Context: an optimization exercise on an open-source flow, tuned for small area and a short achievable clock period. The choices shown serve that exercise and are no tape-out recipe.
The RTL was checked by simulation tests, not by an equivalence proof against the original design.

Setup of job 3383:
// conv_filter
module conv_filter(input clk, input reset_n, input in_valid, input [3:0] select,
  input [391:0] red_in, input [391:0] green_in, input [391:0] blue_in,
  output reg out_valid, output reg [7:0] red_out, output reg [7:0] green_out, output reg [7:0] blue_out);
wire w0,w1,w2,w3,w4,w5,w6,w7,w8,w9,w10,w11,w12,w13,w14,w15,w16,w17,w18,w19,w20,w21,w22,w23;
wire w24,w25,w26,w27,w28,w29,w30,w31,w32,w33,w34,w35,w36,w37,w38,w39,w40,w41,w42,w43,w44,w45,w46,w47;
wire w48,w49,w50,w51,w52,w53,w54,w55,w56,w57,w58,w59,w60,w61,w62,w63,w64,w65,w66,w67,w68,w69,w70,w71;
wire w72,w73,w74,w75,w76,w77,w78,w79,w80,w81,w82,w83,w84,w85,w86,w87,w88,w89,w90,w91,w92,w93,w94,w95;
wire w96,w97,w98,w99,w100,w101,w102,w103,w104,w105,w106,w107,w108,w109,w110,w111,w112,w113,w114,w115,w116,w117,w118,w119;
wire w120,w121,w122,w123,w124,w125,w126,w127,w128,w129,w130,w131,w132,w133,w134,w135,w136,w137,w138,w139,w140,w141,w142,w143;
wire w144,w145,w146,w147,w148,w149,w150,w151,w152,w153,w154,w155,w156,w157,w158,w159,w160,w161,w162,w163,w164,w165,w166,w167;
wire w168,w169,w170,w171,w172,w173,w174,w175,w176,w177,w178,w179,w180,w181,w182,w183,w184,w185,w186,w187,w188,w189,w190,w191;
wire w192,w193,w194,w195,w196,w197,w198,w199,w200,w201,w202,w203,w204,w205,w206,w207,w208,w209,w210,w211,w212,w213,w214,w215;
wire w216,w217,w218,w219,w220,w221,w222,w223,w224,w225,w226,w227,w228,w229,w230,w231,w232,w233,w234,w235,w236,w237,w238,w239;
wire w240,w241,w242,w243,w244,w245,w246,w247,w248,w249,w250,w251,w252,w253,w254,w255,w256,w257,w258,w259,w260,w261,w262,w263;
wire w264,w265,w266,w267,w268,w269,w270,w271,w272,w273,w274,w275,w276,w277,w278,w279,w280,w281,w282,w283,w284,w285,w286,w287;
wire w288,w289,w290,w291,w292,w293,w294,w295,w296,w297,w298,w299,w300,w301,w302,w303,w304,w305,w306,w307,w308,w309,w310,w311;
wire w312,w313,w314,w315,w316,w317,w318,w319,w320,w321,w322,w323,w324,w325,w326,w327,w328,w329,w330,w331,w332,w333,w334,w335;
wire w336,w337,w338,w339,w340,w341,w342,w343,w344,w345,w346,w347,w348,w349,w350,w351,w352,w353,w354,w355,w356,w357,w358,w359;
wire w360,w361,w362,w363,w364,w365,w366,w367,w368,w369,w370,w371,w372,w373,w374,w375,w376,w377,w378,w379,w380,w381,w382,w383;
  ...
Size: ~4000 cells after synthesis, about 480 flip-flops, about 0.055 mm2 of cells after synthesis.
Settings: LEC_CHECK=0, CAP_MARGIN=20, CORE_MARGIN=2, CORE_UTILIZATION=40, SLEW_MARGIN=20, SYNTH_HIERARCHICAL=1, SYNTH_MINIMUM_KEEP_SIZE=0; clock period 85.0 ns.
standard.sh (not shown) runs the stock make flow with config.mk's settings and CLKGATE_MAP_FILE= SYNTH_SCRIPT=/design/flow/synth_recipe.tcl, a recipe that flattens the netlist after the stock synthesis.
==> flow/flow/run.sh <==
#!/bin/bash
# The standard layout (standard.sh: standard synthesis, floorplan, place, CTS, route),
# with one change: the buffers that buffer_ports puts on every input and output port are
# sky130_fd_sc_hd__buf_1 instead of the flow's default delay-buffer cell.
set -uo pipefail
export BUFFER_PORTS_ARGS="-buffer_cell sky130_fd_sc_hd__buf_1"
bash standard.sh > standard_flow.log 2>&1
status=$?
# each ORFS step's own log is under orfs/logs; copy them next to this flow's log
mkdir -p step_logs
cp -r orfs/logs/. step_logs/ 2>/dev/null || true
exit $status
In summary, job 3383 completed successfully, with a layout that passed the timing, DRC and antenna checks.
Input-level comparison between job 4466 and job 3383:
# job 3383
export LEC_CHECK = 0
export CAP_MARGIN = 20
export CORE_MARGIN = 2
export CORE_UTILIZATION = 40
export SLEW_MARGIN = 20
export SYNTH_HIERARCHICAL = 1
export SYNTH_MINIMUM_KEEP_SIZE = 0
create_clock -name core_clock -period 85.0 [get_ports {clk}]
# job 4466
export LEC_CHECK = 0
export CAP_MARGIN = 20
export CORE_AREA = 2 2.72 458 222.72
export CTS_BUF_LIST = sky130_fd_sc_hd__clkbuf_4 sky130_fd_sc_hd__clkbuf_8
export DIE_AREA = 0 0 460 225
export PLACE_DENSITY = 0.7
export SLEW_MARGIN = 20
export SYNTH_HIERARCHICAL = 1
export SYNTH_MINIMUM_KEEP_SIZE = 0
create_clock -name core_clock -period 85.0 [get_ports {clk}]
Findings:
- Job 4466 completed; timing, DRC and antenna clean
- Critical path depth down 1 in job 4466 wrt job 3383
- When job 4466 is set beside job 3383, its number of antenna violations at the first check in global routing turns out to be 8 smaller.
- From job 3383 to job 4466 the numbers moved as follows: minimum clock period after layout picked up an extra 100 ps, area after detailed placement lost about 0.9%, worst hold slack picked up an extra 96 ps.
- Diff job 3383 and job 4466: cell count higher in job 3383

==> re-timing with driven ports <==
Ports are ideal in the flow. The routed layouts listed here were re-timed in OpenROAD.
Step 1 sets driving cells, clkbuf_16 on the clock port and buf_2 on the other inputs (assumed; they add their load-dependent delay and slew).
Step 2 adds t to the input delays and takes it off the output delays; t is the mean of the earliest and latest rising clock arrival at the registers after step 1. Input paths then give back, and output paths get back, about the clock's delay inside the block.
Slacks: no drivers / after step 1 / after step 2; pairs: no drivers / after step 1.
| run | t, ns | setup slack, ns | clock arrival spread, ns | cell pins on the clock port's net |
|---|---|---|---|---|
| job 3383 | 0.750 | 65.655 / 65.668 / 64.919 | 0.065 / 0.065 | 1 |
| job 4466 | 0.861 | 65.555 / 65.602 / 64.741 | 0.042 / 0.042 | 1 |
After both steps setup and hold are still met in every run listed. The setup slack of job 4466, which loses most, moves by +0.047 ns with the drivers and by -0.814 ns with both steps.
